This design comes from an exercise in tuning for small area, a short achievable clock period and few clock cycles per item on the open sky130 flow, not from production work.
No functional check of the RTL was part of this run.

## run.sh

```bash
#!/bin/bash
# synth_recipe.tcl (not shown) runs the flow's synth.tcl, then flattens the netlist and writes it again
# the make line also repeats each setting of config.mk as NAME=value (left out here)
make -C /OpenROAD-flow-scripts/flow DESIGN_CONFIG=/design/flow/config.mk WORK_HOME=/design/flow/orfs CLKGATE_MAP_FILE= SYNTH_SCRIPT=/design/flow/synth_recipe.tcl finish
```

## config.mk

```make
export PLATFORM = sky130hd
export DESIGN_NAME = multipli
export DESIGN_NICKNAME = multipli
export VERILOG_FILES = /design/flow/design.v
export SDC_FILE = /design/flow/constraint.sdc
export NUM_CORES = 4
export LEC_CHECK = 0
export CAP_MARGIN = 20
export CORE_MARGIN = 2
export CORE_UTILIZATION = 40
export SLEW_MARGIN = 20
```

## constraint.sdc

```tcl
create_clock -name core_clock -period 5.0 [get_ports {CLOCK}]
set_input_delay 1.0000 -clock core_clock [delete_from_list [all_inputs] [get_ports {CLOCK}]]
set_output_delay 1.0000 -clock core_clock [all_outputs]
set_load 0.01 [all_outputs]
```

## design.v

```verilog
module multipli
#(parameter int N = 32)
(
	input  logic                        CLOCK,
	input  logic                        RESET,
	input  logic                        START,
	input  logic signed [N-1:0]         A,B,
	output logic signed [2*N-1:0]       S,
	output logic                        END_MULT
);
logic [1:0] COUNT;
logic [31:0] ACC, LO;
logic go, first, last;
assign go    = START & ~END_MULT;
assign first = (COUNT == 2'd0);
assign last  = (COUNT == 2'd3);
logic XB;
logic [8:0] ab;
assign ab = first ? {A[7:0], 1'b0} : {LO[7:0], XB};
logic [3:0] one, two, ng;
logic [32:0] m [4];
logic [32:0] Bl, Bh;
assign Bl = {B[31], B};
assign Bh = {B, 1'b0};
always_comb begin
    for (int i = 0; i < 4; i++) begin
        one[i] = ab[2*i] ^ ab[2*i+1];
        two[i] = (ab[2*i+2] & ~ab[2*i+1] & ~ab[2*i]) | (~ab[2*i+2] & ab[2*i+1] & ab[2*i]);
        ng[i]  = ab[2*i+2] & ~(ab[2*i+1] & ab[2*i]);
        m[i]   = (({33{one[i]}} & Bl) | ({33{two[i]}} & Bh)) ^ {33{ng[i]}};
    end
end
logic [31:0] ag;
assign ag = ACC & {32{~first}};
logic fs0;
logic fc0;
logic fs1;
logic fc1;
logic fs2;
logic fc2;
logic fs3;
logic fc3;
logic fs4;
logic fc4;
logic fs5;
logic fc5;
logic fs6;
logic fc6;
logic fs7;
logic fc7;
logic fs8;
logic fc8;
logic fs9;
logic fc9;
logic fs10;
logic fc10;
logic fs11;
logic fc11;
logic fs12;
logic fc12;
logic fs13;
logic fc13;
logic fs14;
logic fc14;
logic fs15;
logic fc15;
logic fs16;
logic fc16;
logic fs17;
logic fc17;
logic fs18;
logic fc18;
logic fs19;
logic fc19;
logic fs20;
logic fc20;
logic fs21;
logic fc21;
logic fs22;
logic fc22;
logic fs23;
logic fc23;
logic fs24;
logic fc24;
logic fs25;
logic fc25;
logic fs26;
logic fc26;
logic fs27;
logic fc27;
logic fs28;
logic fc28;
logic fs29;
logic fc29;
logic fs30;
logic fc30;
logic fs31;
logic fc31;
logic fs32;
logic fc32;
logic fs33;
logic fc33;
logic fs34;
logic fc34;
logic fs35;
logic fc35;
logic fs36;
logic fc36;
logic fs37;
logic fc37;
logic fs38;
logic fc38;
logic fs39;
logic fc39;
logic fs40;
logic fc40;
logic fs41;
logic fc41;
logic fs42;
logic fc42;
logic fs43;
logic fc43;
logic fs44;
logic fc44;
logic fs45;
logic fc45;
logic fs46;
logic fc46;
logic fs47;
logic fc47;
logic fs48;
logic fc48;
logic fs49;
logic fc49;
logic fs50;
logic fc50;
logic fs51;
logic fc51;
logic fs52;
logic fc52;
logic fs53;
logic fc53;
logic fs54;
logic fc54;
logic fs55;
logic fc55;
logic fs56;
logic fc56;
logic fs57;
logic fc57;
logic fs58;
logic fc58;
logic fs59;
logic fc59;
logic fs60;
logic fc60;
logic fs61;
logic fc61;
logic fs62;
logic fc62;
logic fs63;
logic fc63;
logic fs64;
logic fc64;
logic fs65;
logic fc65;
logic fs66;
logic fc66;
logic fs67;
logic fc67;
logic fs68;
logic fc68;
logic fs69;
logic fc69;
logic fs70;
logic fc70;
logic fs71;
logic fc71;
logic fs72;
logic fc72;
logic fs73;
logic fc73;
logic fs74;
logic fc74;
logic fs75;
logic fc75;
logic fs76;
logic fc76;
logic fs77;
logic fc77;
logic fs78;
logic fc78;
logic fs79;
logic fc79;
logic fs80;
logic fc80;
logic fs81;
logic fc81;
logic fs82;
logic fc82;
logic fs83;
logic fc83;
logic fs84;
logic fc84;
logic fs85;
logic fc85;
logic fs86;
logic fc86;
logic fs87;
logic fc87;
logic fs88;
logic fc88;
logic fs89;
logic fc89;
logic fs90;
logic fc90;
logic fs91;
logic fc91;
logic fs92;
logic fc92;
logic fs93;
logic fc93;
logic fs94;
logic fc94;
logic fs95;
logic fc95;
logic fs96;
logic fc96;
logic fs97;
logic fc97;
logic fs98;
logic fc98;
logic fs99;
logic fc99;
logic fs100;
logic fc100;
logic fs101;
logic fc101;
logic fs102;
logic fc102;
logic fs103;
logic fc103;
logic fs104;
logic fc104;
logic fs105;
logic fc105;
logic fs106;
logic fc106;
logic fs107;
logic fc107;
logic fs108;
logic fc108;
logic fs109;
logic fc109;
logic fs110;
logic fc110;
logic fs111;
logic fc111;
logic fs112;
logic fc112;
logic fs113;
logic fc113;
logic fs114;
logic fc114;
logic fs115;
logic fc115;
logic fs116;
logic fc116;
logic fs117;
logic fc117;
logic fs118;
logic fc118;
logic fs119;
logic fc119;
logic fs120;
logic fc120;
logic fs121;
logic fc121;
logic fs122;
logic fc122;
logic fs123;
logic fc123;
logic fs124;
logic fc124;
logic fs125;
logic fc125;
logic fs126;
logic fc126;
logic fs127;
logic fc127;
assign fs0 = ag[0] ^ ng[0] ^ m[0][0];
assign fc0 = (ag[0] & ng[0]) | (ag[0] & m[0][0]) | (ng[0] & m[0][0]);
assign fs1 = ag[1] ^ m[0][1] ^ fc0;
assign fc1 = (ag[1] & m[0][1]) | (ag[1] & fc0) | (m[0][1] & fc0);
assign fs2 = ag[2] ^ ng[1] ^ m[0][2];
assign fc2 = (ag[2] & ng[1]) | (ag[2] & m[0][2]) | (ng[1] & m[0][2]);
assign fs3 = m[1][0] ^ fs2 ^ fc1;
assign fc3 = (m[1][0] & fs2) | (m[1][0] & fc1) | (fs2 & fc1);
assign fs4 = ag[3] ^ m[0][3] ^ m[1][1];
assign fc4 = (ag[3] & m[0][3]) | (ag[3] & m[1][1]) | (m[0][3] & m[1][1]);
assign fs5 = fc2 ^ fs4 ^ fc3;
assign fc5 = (fc2 & fs4) | (fc2 & fc3) | (fs4 & fc3);
assign fs6 = ag[4] ^ ng[2] ^ m[0][4];
assign fc6 = (ag[4] & ng[2]) | (ag[4] & m[0][4]) | (ng[2] & m[0][4]);
assign fs7 = m[1][2] ^ m[2][0] ^ fc4;
assign fc7 = (m[1][2] & m[2][0]) | (m[1][2] & fc4) | (m[2][0] & fc4);
assign fs8 = fs6 ^ fs7 ^ fc5;
assign fc8 = (fs6 & fs7) | (fs6 & fc5) | (fs7 & fc5);
assign fs9 = ag[5] ^ m[0][5] ^ m[1][3];
assign fc9 = (ag[5] & m[0][5]) | (ag[5] & m[1][3]) | (m[0][5] & m[1][3]);
assign fs10 = m[2][1] ^ fc6 ^ fs9;
assign fc10 = (m[2][1] & fc6) | (m[2][1] & fs9) | (fc6 & fs9);
assign fs11 = fc7 ^ fs10 ^ fc8;
assign fc11 = (fc7 & fs10) | (fc7 & fc8) | (fs10 & fc8);
assign fs12 = ag[6] ^ ng[3] ^ m[0][6];
assign fc12 = (ag[6] & ng[3]) | (ag[6] & m[0][6]) | (ng[3] & m[0][6]);
assign fs13 = m[1][4] ^ m[2][2] ^ m[3][0];
assign fc13 = (m[1][4] & m[2][2]) | (m[1][4] & m[3][0]) | (m[2][2] & m[3][0]);
assign fs14 = fc9 ^ fs12 ^ fs13;
assign fc14 = (fc9 & fs12) | (fc9 & fs13) | (fs12 & fs13);
assign fs15 = fc10 ^ fs14 ^ fc11;
assign fc15 = (fc10 & fs14) | (fc10 & fc11) | (fs14 & fc11);
assign fs16 = ag[7] ^ m[0][7] ^ m[1][5];
assign fc16 = (ag[7] & m[0][7]) | (ag[7] & m[1][5]) | (m[0][7] & m[1][5]);
assign fs17 = m[2][3] ^ m[3][1] ^ fc12;
assign fc17 = (m[2][3] & m[3][1]) | (m[2][3] & fc12) | (m[3][1] & fc12);
assign fs18 = fc13 ^ fs16 ^ fc14;
assign fc18 = (fc13 & fs16) | (fc13 & fc14) | (fs16 & fc14);
assign fs19 = fs17 ^ fs18 ^ fc15;
assign fc19 = (fs17 & fs18) | (fs17 & fc15) | (fs18 & fc15);
assign fs20 = ag[8] ^ m[0][8] ^ m[1][6];
assign fc20 = (ag[8] & m[0][8]) | (ag[8] & m[1][6]) | (m[0][8] & m[1][6]);
assign fs21 = m[2][4] ^ m[3][2] ^ fc16;
assign fc21 = (m[2][4] & m[3][2]) | (m[2][4] & fc16) | (m[3][2] & fc16);
assign fs22 = fs20 ^ fc17 ^ fs21;
assign fc22 = (fs20 & fc17) | (fs20 & fs21) | (fc17 & fs21);
assign fs23 = fc18 ^ fs22 ^ fc19;
assign fc23 = (fc18 & fs22) | (fc18 & fc19) | (fs22 & fc19);
assign fs24 = ag[9] ^ m[0][9] ^ m[1][7];
assign fc24 = (ag[9] & m[0][9]) | (ag[9] & m[1][7]) | (m[0][9] & m[1][7]);
assign fs25 = m[2][5] ^ m[3][3] ^ fc20;
assign fc25 = (m[2][5] & m[3][3]) | (m[2][5] & fc20) | (m[3][3] & fc20);
assign fs26 = fs24 ^ fc21 ^ fs25;
assign fc26 = (fs24 & fc21) | (fs24 & fs25) | (fc21 & fs25);
assign fs27 = fc22 ^ fs26 ^ fc23;
assign fc27 = (fc22 & fs26) | (fc22 & fc23) | (fs26 & fc23);
assign fs28 = ag[10] ^ m[0][10] ^ m[1][8];
assign fc28 = (ag[10] & m[0][10]) | (ag[10] & m[1][8]) | (m[0][10] & m[1][8]);
assign fs29 = m[2][6] ^ m[3][4] ^ fc24;
assign fc29 = (m[2][6] & m[3][4]) | (m[2][6] & fc24) | (m[3][4] & fc24);
assign fs30 = fs28 ^ fc25 ^ fs29;
assign fc30 = (fs28 & fc25) | (fs28 & fs29) | (fc25 & fs29);
assign fs31 = fc26 ^ fs30 ^ fc27;
assign fc31 = (fc26 & fs30) | (fc26 & fc27) | (fs30 & fc27);
assign fs32 = ag[11] ^ m[0][11] ^ m[1][9];
assign fc32 = (ag[11] & m[0][11]) | (ag[11] & m[1][9]) | (m[0][11] & m[1][9]);
assign fs33 = m[2][7] ^ m[3][5] ^ fc28;
assign fc33 = (m[2][7] & m[3][5]) | (m[2][7] & fc28) | (m[3][5] & fc28);
assign fs34 = fs32 ^ fc29 ^ fs33;
assign fc34 = (fs32 & fc29) | (fs32 & fs33) | (fc29 & fs33);
assign fs35 = fc30 ^ fs34 ^ fc31;
assign fc35 = (fc30 & fs34) | (fc30 & fc31) | (fs34 & fc31);
assign fs36 = ag[12] ^ m[0][12] ^ m[1][10];
assign fc36 = (ag[12] & m[0][12]) | (ag[12] & m[1][10]) | (m[0][12] & m[1][10]);
assign fs37 = m[2][8] ^ m[3][6] ^ fc32;
assign fc37 = (m[2][8] & m[3][6]) | (m[2][8] & fc32) | (m[3][6] & fc32);
assign fs38 = fs36 ^ fc33 ^ fs37;
assign fc38 = (fs36 & fc33) | (fs36 & fs37) | (fc33 & fs37);
assign fs39 = fc34 ^ fs38 ^ fc35;
assign fc39 = (fc34 & fs38) | (fc34 & fc35) | (fs38 & fc35);
assign fs40 = ag[13] ^ m[0][13] ^ m[1][11];
assign fc40 = (ag[13] & m[0][13]) | (ag[13] & m[1][11]) | (m[0][13] & m[1][11]);
assign fs41 = m[2][9] ^ m[3][7] ^ fc36;
assign fc41 = (m[2][9] & m[3][7]) | (m[2][9] & fc36) | (m[3][7] & fc36);
assign fs42 = fs40 ^ fc37 ^ fs41;
assign fc42 = (fs40 & fc37) | (fs40 & fs41) | (fc37 & fs41);
assign fs43 = fc38 ^ fs42 ^ fc39;
assign fc43 = (fc38 & fs42) | (fc38 & fc39) | (fs42 & fc39);
assign fs44 = ag[14] ^ m[0][14] ^ m[1][12];
assign fc44 = (ag[14] & m[0][14]) | (ag[14] & m[1][12]) | (m[0][14] & m[1][12]);
assign fs45 = m[2][10] ^ m[3][8] ^ fc40;
assign fc45 = (m[2][10] & m[3][8]) | (m[2][10] & fc40) | (m[3][8] & fc40);
assign fs46 = fs44 ^ fc41 ^ fs45;
assign fc46 = (fs44 & fc41) | (fs44 & fs45) | (fc41 & fs45);
assign fs47 = fc42 ^ fs46 ^ fc43;
assign fc47 = (fc42 & fs46) | (fc42 & fc43) | (fs46 & fc43);
assign fs48 = ag[15] ^ m[0][15] ^ m[1][13];
assign fc48 = (ag[15] & m[0][15]) | (ag[15] & m[1][13]) | (m[0][15] & m[1][13]);
assign fs49 = m[2][11] ^ m[3][9] ^ fc44;
assign fc49 = (m[2][11] & m[3][9]) | (m[2][11] & fc44) | (m[3][9] & fc44);
assign fs50 = fs48 ^ fc45 ^ fs49;
assign fc50 = (fs48 & fc45) | (fs48 & fs49) | (fc45 & fs49);
assign fs51 = fc46 ^ fs50 ^ fc47;
assign fc51 = (fc46 & fs50) | (fc46 & fc47) | (fs50 & fc47);
assign fs52 = ag[16] ^ m[0][16] ^ m[1][14];
assign fc52 = (ag[16] & m[0][16]) | (ag[16] & m[1][14]) | (m[0][16] & m[1][14]);
assign fs53 = m[2][12] ^ m[3][10] ^ fc48;
assign fc53 = (m[2][12] & m[3][10]) | (m[2][12] & fc48) | (m[3][10] & fc48);
assign fs54 = fs52 ^ fc49 ^ fs53;
assign fc54 = (fs52 & fc49) | (fs52 & fs53) | (fc49 & fs53);
assign fs55 = fc50 ^ fs54 ^ fc51;
assign fc55 = (fc50 & fs54) | (fc50 & fc51) | (fs54 & fc51);
assign fs56 = ag[17] ^ m[0][17] ^ m[1][15];
assign fc56 = (ag[17] & m[0][17]) | (ag[17] & m[1][15]) | (m[0][17] & m[1][15]);
assign fs57 = m[2][13] ^ m[3][11] ^ fc52;
assign fc57 = (m[2][13] & m[3][11]) | (m[2][13] & fc52) | (m[3][11] & fc52);
assign fs58 = fs56 ^ fc53 ^ fs57;
assign fc58 = (fs56 & fc53) | (fs56 & fs57) | (fc53 & fs57);
assign fs59 = fc54 ^ fs58 ^ fc55;
assign fc59 = (fc54 & fs58) | (fc54 & fc55) | (fs58 & fc55);
assign fs60 = ag[18] ^ m[0][18] ^ m[1][16];
assign fc60 = (ag[18] & m[0][18]) | (ag[18] & m[1][16]) | (m[0][18] & m[1][16]);
assign fs61 = m[2][14] ^ m[3][12] ^ fc56;
assign fc61 = (m[2][14] & m[3][12]) | (m[2][14] & fc56) | (m[3][12] & fc56);
assign fs62 = fs60 ^ fc57 ^ fs61;
assign fc62 = (fs60 & fc57) | (fs60 & fs61) | (fc57 & fs61);
assign fs63 = fc58 ^ fs62 ^ fc59;
assign fc63 = (fc58 & fs62) | (fc58 & fc59) | (fs62 & fc59);
assign fs64 = ag[19] ^ m[0][19] ^ m[1][17];
assign fc64 = (ag[19] & m[0][19]) | (ag[19] & m[1][17]) | (m[0][19] & m[1][17]);
assign fs65 = m[2][15] ^ m[3][13] ^ fc60;
assign fc65 = (m[2][15] & m[3][13]) | (m[2][15] & fc60) | (m[3][13] & fc60);
assign fs66 = fs64 ^ fc61 ^ fs65;
assign fc66 = (fs64 & fc61) | (fs64 & fs65) | (fc61 & fs65);
assign fs67 = fc62 ^ fs66 ^ fc63;
assign fc67 = (fc62 & fs66) | (fc62 & fc63) | (fs66 & fc63);
assign fs68 = ag[20] ^ m[0][20] ^ m[1][18];
assign fc68 = (ag[20] & m[0][20]) | (ag[20] & m[1][18]) | (m[0][20] & m[1][18]);
assign fs69 = m[2][16] ^ m[3][14] ^ fc64;
assign fc69 = (m[2][16] & m[3][14]) | (m[2][16] & fc64) | (m[3][14] & fc64);
assign fs70 = fs68 ^ fc65 ^ fs69;
assign fc70 = (fs68 & fc65) | (fs68 & fs69) | (fc65 & fs69);
assign fs71 = fc66 ^ fs70 ^ fc67;
assign fc71 = (fc66 & fs70) | (fc66 & fc67) | (fs70 & fc67);
assign fs72 = ag[21] ^ m[0][21] ^ m[1][19];
assign fc72 = (ag[21] & m[0][21]) | (ag[21] & m[1][19]) | (m[0][21] & m[1][19]);
assign fs73 = m[2][17] ^ m[3][15] ^ fc68;
assign fc73 = (m[2][17] & m[3][15]) | (m[2][17] & fc68) | (m[3][15] & fc68);
assign fs74 = fs72 ^ fc69 ^ fs73;
assign fc74 = (fs72 & fc69) | (fs72 & fs73) | (fc69 & fs73);
assign fs75 = fc70 ^ fs74 ^ fc71;
assign fc75 = (fc70 & fs74) | (fc70 & fc71) | (fs74 & fc71);
assign fs76 = ag[22] ^ m[0][22] ^ m[1][20];
assign fc76 = (ag[22] & m[0][22]) | (ag[22] & m[1][20]) | (m[0][22] & m[1][20]);
assign fs77 = m[2][18] ^ m[3][16] ^ fc72;
assign fc77 = (m[2][18] & m[3][16]) | (m[2][18] & fc72) | (m[3][16] & fc72);
assign fs78 = fs76 ^ fc73 ^ fs77;
assign fc78 = (fs76 & fc73) | (fs76 & fs77) | (fc73 & fs77);
assign fs79 = fc74 ^ fs78 ^ fc75;
assign fc79 = (fc74 & fs78) | (fc74 & fc75) | (fs78 & fc75);
assign fs80 = ag[23] ^ m[0][23] ^ m[1][21];
assign fc80 = (ag[23] & m[0][23]) | (ag[23] & m[1][21]) | (m[0][23] & m[1][21]);
assign fs81 = m[2][19] ^ m[3][17] ^ fc76;
assign fc81 = (m[2][19] & m[3][17]) | (m[2][19] & fc76) | (m[3][17] & fc76);
assign fs82 = fs80 ^ fc77 ^ fs81;
assign fc82 = (fs80 & fc77) | (fs80 & fs81) | (fc77 & fs81);
assign fs83 = fc78 ^ fs82 ^ fc79;
assign fc83 = (fc78 & fs82) | (fc78 & fc79) | (fs82 & fc79);
assign fs84 = ag[24] ^ m[0][24] ^ m[1][22];
assign fc84 = (ag[24] & m[0][24]) | (ag[24] & m[1][22]) | (m[0][24] & m[1][22]);
assign fs85 = m[2][20] ^ m[3][18] ^ fc80;
assign fc85 = (m[2][20] & m[3][18]) | (m[2][20] & fc80) | (m[3][18] & fc80);
assign fs86 = fs84 ^ fc81 ^ fs85;
assign fc86 = (fs84 & fc81) | (fs84 & fs85) | (fc81 & fs85);
assign fs87 = fc82 ^ fs86 ^ fc83;
assign fc87 = (fc82 & fs86) | (fc82 & fc83) | (fs86 & fc83);
assign fs88 = ag[25] ^ m[0][25] ^ m[1][23];
assign fc88 = (ag[25] & m[0][25]) | (ag[25] & m[1][23]) | (m[0][25] & m[1][23]);
assign fs89 = m[2][21] ^ m[3][19] ^ fc84;
assign fc89 = (m[2][21] & m[3][19]) | (m[2][21] & fc84) | (m[3][19] & fc84);
assign fs90 = fs88 ^ fc85 ^ fs89;
assign fc90 = (fs88 & fc85) | (fs88 & fs89) | (fc85 & fs89);
assign fs91 = fc86 ^ fs90 ^ fc87;
assign fc91 = (fc86 & fs90) | (fc86 & fc87) | (fs90 & fc87);
assign fs92 = ag[26] ^ m[0][26] ^ m[1][24];
assign fc92 = (ag[26] & m[0][26]) | (ag[26] & m[1][24]) | (m[0][26] & m[1][24]);
assign fs93 = m[2][22] ^ m[3][20] ^ fc88;
assign fc93 = (m[2][22] & m[3][20]) | (m[2][22] & fc88) | (m[3][20] & fc88);
assign fs94 = fs92 ^ fc89 ^ fs93;
assign fc94 = (fs92 & fc89) | (fs92 & fs93) | (fc89 & fs93);
assign fs95 = fc90 ^ fs94 ^ fc91;
assign fc95 = (fc90 & fs94) | (fc90 & fc91) | (fs94 & fc91);
assign fs96 = ag[27] ^ m[0][27] ^ m[1][25];
assign fc96 = (ag[27] & m[0][27]) | (ag[27] & m[1][25]) | (m[0][27] & m[1][25]);
assign fs97 = m[2][23] ^ m[3][21] ^ fc92;
assign fc97 = (m[2][23] & m[3][21]) | (m[2][23] & fc92) | (m[3][21] & fc92);
assign fs98 = fs96 ^ fc93 ^ fs97;
assign fc98 = (fs96 & fc93) | (fs96 & fs97) | (fc93 & fs97);
assign fs99 = fc94 ^ fs98 ^ fc95;
assign fc99 = (fc94 & fs98) | (fc94 & fc95) | (fs98 & fc95);
assign fs100 = ag[28] ^ m[0][28] ^ m[1][26];
assign fc100 = (ag[28] & m[0][28]) | (ag[28] & m[1][26]) | (m[0][28] & m[1][26]);
assign fs101 = m[2][24] ^ m[3][22] ^ fc96;
assign fc101 = (m[2][24] & m[3][22]) | (m[2][24] & fc96) | (m[3][22] & fc96);
assign fs102 = fs100 ^ fc97 ^ fs101;
assign fc102 = (fs100 & fc97) | (fs100 & fs101) | (fc97 & fs101);
assign fs103 = fc98 ^ fs102 ^ fc99;
assign fc103 = (fc98 & fs102) | (fc98 & fc99) | (fs102 & fc99);
assign fs104 = ag[29] ^ m[0][29] ^ m[1][27];
assign fc104 = (ag[29] & m[0][29]) | (ag[29] & m[1][27]) | (m[0][29] & m[1][27]);
assign fs105 = m[2][25] ^ m[3][23] ^ fc100;
assign fc105 = (m[2][25] & m[3][23]) | (m[2][25] & fc100) | (m[3][23] & fc100);
assign fs106 = fs104 ^ fc101 ^ fs105;
assign fc106 = (fs104 & fc101) | (fs104 & fs105) | (fc101 & fs105);
assign fs107 = fc102 ^ fs106 ^ fc103;
assign fc107 = (fc102 & fs106) | (fc102 & fc103) | (fs106 & fc103);
assign fs108 = ag[30] ^ m[0][30] ^ m[1][28];
assign fc108 = (ag[30] & m[0][30]) | (ag[30] & m[1][28]) | (m[0][30] & m[1][28]);
assign fs109 = m[2][26] ^ m[3][24] ^ fc104;
assign fc109 = (m[2][26] & m[3][24]) | (m[2][26] & fc104) | (m[3][24] & fc104);
assign fs110 = fs108 ^ fc105 ^ fs109;
assign fc110 = (fs108 & fc105) | (fs108 & fs109) | (fc105 & fs109);
assign fs111 = fc106 ^ fs110 ^ fc107;
assign fc111 = (fc106 & fs110) | (fc106 & fc107) | (fs110 & fc107);
assign fs112 = 1'b1 ^ ~ag[31] ^ m[0][31];
assign fc112 = (1'b1 & ~ag[31]) | (1'b1 & m[0][31]) | (~ag[31] & m[0][31]);
assign fs113 = m[1][29] ^ m[2][27] ^ m[3][25];
assign fc113 = (m[1][29] & m[2][27]) | (m[1][29] & m[3][25]) | (m[2][27] & m[3][25]);
assign fs114 = fc108 ^ fs112 ^ fs113;
assign fc114 = (fc108 & fs112) | (fc108 & fs113) | (fs112 & fs113);
assign fs115 = fc109 ^ fs114 ^ fc110;
assign fc115 = (fc109 & fs114) | (fc109 & fc110) | (fs114 & fc110);
assign fs116 = ~m[0][32] ^ m[1][30] ^ m[2][28];
assign fc116 = (~m[0][32] & m[1][30]) | (~m[0][32] & m[2][28]) | (m[1][30] & m[2][28]);
assign fs117 = m[3][26] ^ fc112 ^ fc113;
assign fc117 = (m[3][26] & fc112) | (m[3][26] & fc113) | (fc112 & fc113);
assign fs118 = fs116 ^ fc114 ^ fs117;
assign fc118 = (fs116 & fc114) | (fs116 & fs117) | (fc114 & fs117);
assign fs119 = 1'b1 ^ m[1][31] ^ m[2][29];
assign fc119 = (1'b1 & m[1][31]) | (1'b1 & m[2][29]) | (m[1][31] & m[2][29]);
assign fs120 = m[3][27] ^ fc116 ^ fs119;
assign fc120 = (m[3][27] & fc116) | (m[3][27] & fs119) | (fc116 & fs119);
assign fs121 = fc117 ^ fs120 ^ fc118;
assign fc121 = (fc117 & fs120) | (fc117 & fc118) | (fs120 & fc118);
assign fs122 = ~m[1][32] ^ m[2][30] ^ m[3][28];
assign fc122 = (~m[1][32] & m[2][30]) | (~m[1][32] & m[3][28]) | (m[2][30] & m[3][28]);
assign fs123 = fc119 ^ fs122 ^ fc120;
assign fc123 = (fc119 & fs122) | (fc119 & fc120) | (fs122 & fc120);
assign fs124 = 1'b1 ^ m[2][31] ^ m[3][29];
assign fc124 = (1'b1 & m[2][31]) | (1'b1 & m[3][29]) | (m[2][31] & m[3][29]);
assign fs125 = fc122 ^ fs124 ^ fc123;
assign fc125 = (fc122 & fs124) | (fc122 & fc123) | (fs124 & fc123);
assign fs126 = ~m[2][32] ^ m[3][30] ^ fc124;
assign fc126 = (~m[2][32] & m[3][30]) | (~m[2][32] & fc124) | (m[3][30] & fc124);
assign fs127 = 1'b1 ^ m[3][31] ^ fc126;
assign fc127 = (1'b1 & m[3][31]) | (1'b1 & fc126) | (m[3][31] & fc126);
logic [39:0] X, Y, T;
assign X[0] = fs0;
assign Y[0] = 1'b0;
assign X[1] = fs1;
assign Y[1] = 1'b0;
assign X[2] = fs3;
assign Y[2] = 1'b0;
assign X[3] = fs5;
assign Y[3] = 1'b0;
assign X[4] = fs8;
assign Y[4] = 1'b0;
assign X[5] = fs11;
assign Y[5] = 1'b0;
assign X[6] = fs15;
assign Y[6] = 1'b0;
assign X[7] = fs19;
assign Y[7] = 1'b0;
assign X[8] = fs23;
assign Y[8] = 1'b0;
assign X[9] = fs27;
assign Y[9] = 1'b0;
assign X[10] = fs31;
assign Y[10] = 1'b0;
assign X[11] = fs35;
assign Y[11] = 1'b0;
assign X[12] = fs39;
assign Y[12] = 1'b0;
assign X[13] = fs43;
assign Y[13] = 1'b0;
assign X[14] = fs47;
assign Y[14] = 1'b0;
assign X[15] = fs51;
assign Y[15] = 1'b0;
assign X[16] = fs55;
assign Y[16] = 1'b0;
assign X[17] = fs59;
assign Y[17] = 1'b0;
assign X[18] = fs63;
assign Y[18] = 1'b0;
assign X[19] = fs67;
assign Y[19] = 1'b0;
assign X[20] = fs71;
assign Y[20] = 1'b0;
assign X[21] = fs75;
assign Y[21] = 1'b0;
assign X[22] = fs79;
assign Y[22] = 1'b0;
assign X[23] = fs83;
assign Y[23] = 1'b0;
assign X[24] = fs87;
assign Y[24] = 1'b0;
assign X[25] = fs91;
assign Y[25] = 1'b0;
assign X[26] = fs95;
assign Y[26] = 1'b0;
assign X[27] = fs99;
assign Y[27] = 1'b0;
assign X[28] = fs103;
assign Y[28] = 1'b0;
assign X[29] = fs107;
assign Y[29] = 1'b0;
assign X[30] = fs111;
assign Y[30] = 1'b0;
assign X[31] = fc111;
assign Y[31] = fs115;
assign X[32] = fc115;
assign Y[32] = fs118;
assign X[33] = fs121;
assign Y[33] = 1'b0;
assign X[34] = fc121;
assign Y[34] = fs123;
assign X[35] = fs125;
assign Y[35] = 1'b0;
assign X[36] = fc125;
assign Y[36] = fs126;
assign X[37] = fs127;
assign Y[37] = 1'b0;
assign X[38] = ~m[3][32];
assign Y[38] = fc127;
assign X[39] = 1'b1;
assign Y[39] = 1'b0;
assign T = X + Y;
always_ff @(posedge CLOCK or negedge RESET) begin
    if (!RESET) begin
        END_MULT <= 1'b0;
        COUNT    <= '0;
    end else begin
        if (go) begin
            COUNT    <= last ? '0 : COUNT + 1'b1;
            END_MULT <= last;
        end else if (!START) begin
            END_MULT <= 1'b0;
        end
    end
end
always_ff @(posedge CLOCK) begin
    if (!END_MULT) begin
        ACC <= T[39:8];
        LO  <= {T[7:0], first ? A[31:8] : LO[31:8]};
        XB  <= first ? A[7] : LO[7];
    end
end
assign S = {ACC, LO};
endmodule
```

==> run summary <==
[state kept, by name (all words and copies together), names as in the netlist]
name and flops:
ACC 32, COUNT 2, END_MULT 1, LO 32
XB 1
[layout by cell type (no fill, tap or decap), types with 8 or more instances in the layout]
cell type        instances
a21oi_1                 12
a221o_1                  8
a221oi_1               129
a221oi_2                41
a32oi_1                 29
buf_4                  185
clkbuf_16                9
clkdlybuf4s50_1        126
edfxtp_1                65
fa_1                    93
fa_2                    31
ha_1                    11
inv_1                  109
inv_2                   14
mux2_2                  26
nand2_1                 15
nand2b_1                30
nor2b_1                 10
xnor2_1                  9
xor2_1                  30
[area by class of cell]
| class | count | area share (%) |
|---|---|---|
| multi-input combinational | 571 | 53.24 |
| timing repair buffer | 320 | 21.56 |
| sequential | 68 | 15.99 |
| inverter | 123 | 3.641 |
| tap | 319 | 3.148 |
| clock buffer | 9 | 1.776 |
| clock inverter | 7 | 0.6513 |
[per-layer routing]
layer | vias up | routed length, µm | GRT usage (%)
li1 | 3723 | - | -
met1 | 4068 | 11860 | 31.30
met2 | 319 | 13870 | 40.08
met3 | 41 | 1651 | 3.696
met4 | 0 | 543 | 5.758
met5 | - | 0 | 0
[critical path: cells and delay by family]
kind                       cells  cell delay [ns]
adders and majority gates     33            11.13
buffers and inverters          6             0.35
xor gates and xnor gates       2             0.30
AOI/OAI and AO/OA              3             0.29
muxes                          1             0.26
[cells by family after synthesis]
family | synth area share (%)
AOI/OAI and AO/OA | 26.78
and+or+nand+nor | 5.758
adders and majority gates | 28.18
DFF | 21.39
muxes | 4.173
buffers and inverters | 10.01
xor gates and xnor gates | 3.698
[timing repair]
action | 4_1_cts | 5_1_grt
resized for setup | 32 | 7
endpoints found under the setup margin | 33 | 31
setup buffers | 10 | 4
pin swaps | 17 | 5
[stage by stage]
step / cell area (µm²) / setup slack [ns]
2_1_floorplan: 9651 / -8.651
3_3_place_gp: 12170 / -9.174
3_5_place_dp: 12170 / -9.300
4_1_cts: 12620 / -8.300
5_1_grt: 12680 / -8.597
6_report: 12680 / -8.218
[worst paths after layout]
check                      slack [ns]      from  cells after the start       end
setup / recovery                -8.22      A[0]                     45   ACC[29]
hold / removal                   0.55  END_MULT                      1  END_MULT
setup reg to reg                -8.21  COUNT[1]                     46   ACC[29]
hold reg to reg                  0.55  END_MULT                      1  END_MULT
max in group asynchronous        4.03     RESET                      1  COUNT[1]
min in group asynchronous        0.82     RESET                      1  END_MULT
==> results.sh <==
export IMPL_clock_skew_ns=0.01712
export IMPL_fill_cells=2083
export IMPL_syn_avg_cell_area_um2=10.88
export IMPL_routed_wl_mm=27.93
export IMPL_insertedDiodeCount=0
export IMPL_hpwl_mm=20.97
export IMPL_htreeDepth=3
export IMPL_fin_cells=1417
export IMPL_drive_above_1_share_pct=31.69
export IMPL_antenna_found_initial=0
export IMPL_synth_edf_count=65
export IMPL_cp_end_kind="register"
export IMPL_core_rowCount=56
export IMPL_hold_violations=0
export IMPL_grt_max_degree=66
export IMPL_status="finished with violations"
export IMPL_arrival_ns=13.34
export IMPL_drt_iter0_drc=704
export IMPL_holdWs_ns=0.5548
export IMPL_cts_tree="done"
export IMPL_wire_per_inst_um=19.71
export IMPL_rsz0062_at_grt="yes"
export IMPL_synth_top_cell_by_area="fa_1"
export IMPL_worstSetupPathType="input port to register"
export IMPL_area_growth_pct=33.84
export IMPL_post_drt_via_cell_ratio=5.752
export IMPL_yosysMostFrequentCell="a221oi_1"
export IMPL_die_y_um=157.9
export IMPL_numCtsBuffers=9
export IMPL_grt_ovfl_total=0
export IMPL_finalMaxSlewViolations=0
export IMPL_crit_fanout=3
export IMPL_yosysUniqueCellTypes=59
export IMPL_clkSinkCount=68
export IMPL_seqCellArea_um2=2027
export IMPL_die_x_um=157.9
export IMPL_drtPass1Iterations=5
export IMPL_antenna_left=0
export IMPL_dpl_cell_count=1389
export IMPL_drt_drc_violations_left=0
export IMPL_fin_util_pct=54.34
export IMPL_drv_max_cap_violation_count=0
export IMPL_grt_pass1_vias=8222
export IMPL_crit_slowest_cell="fa_1"
export IMPL_core_area_um2=23330
export IMPL_tightestPinTransition_ns=0.8932
export IMPL_max_freq_mhz=75.65
export IMPL_synth_seq_cells=68
export IMPL_setup_slack_ns=-8.218
export IMPL_holdCritPathClass="register to register"
export IMPL_synth_common_cells="a221oi_1, fa_1, inv_1"
export IMPL_setup_violations=31
export IMPL_clock_latency_ns=0.36
export IMPL_cts_root_buf="clkbuf_16"
export IMPL_post_route_min_period_ns=13.22
export IMPL_multi_input_area_um2=6750
export IMPL_synth_warnings=2
export IMPL_place_congestion=0.9061
export IMPL_cpMostUsedCell="fa_2"
export IMPL_post_synth_instance_area_um2=9474
export IMPL_yosys_top_cells_area="fa_1, edfxtp_1, a221oi_1, a221oi_2, inv_1"
export IMPL_synthCells=871
export IMPL_syn_nets=1077
export IMPL_worstPathRequired_ns=5.12
export IMPL_ys_seq_area_share_pct=21.39
export IMPL_portBuffers=131
export IMPL_maxSlewHeadroom_pct=40.45
export IMPL_final_nets=1299
export IMPL_die_area_um2=24930
export IMPL_yosysTopAreaCellShare_pct=26.20
export IMPL_num_vias=8151
export IMPL_max_stage_delay_ns=0.53
export IMPL_num_io_pins=132
export IMPL_grt_pass1_wl_mm=45.14
export IMPL_worst_setup_path_start_kind="input port"
export IMPL_clkTransAtPathRegs_ns=0.08
export IMPL_grt_total_usage_pct=23.49
export IMPL_async_reset_ff_share_pct=4.412
export IMPL_fin_setup_tns_ns=-155.55
export IMPL_violations="negative setup slack"
export IMPL_fin_crit_sh_pct=264.4
export IMPL_clk_path_buf_depth=2
export IMPL_initial_utilization_pct=40.60
export IMPL_hold_buffers=0
export IMPL_synth_ff_type="edfxtp_1"

-- static timing again, ports no longer ideal --
In the flow no input, the clock included, has a driving cell. The finished layout below was timed again as built, in two steps.
Step 1: set_driving_cell puts a clkbuf_16 on CLOCK and a buf_2 on each other input, an assumption about the parent block.
Step 2 also shifts input and output timing later by t, the mid clock arrival at the registers, as if the neighbouring blocks saw the same clock.
Slacks: no drivers / after step 1 / after step 2; pairs: no drivers / after step 1.
shift t [ns]: 0.405
slack for setup (ns): -8.218 / -8.215 / -8.605
clock arrival spread, ns: 0.017 / 0.017
slew at the worst register clock pin (ns): 0.08 / 0.08
worst data-port slew with drivers (ns): 0.05
For this run, drivers alone change the setup slack by +0.003 ns; drivers and shift together by -0.387 ns.
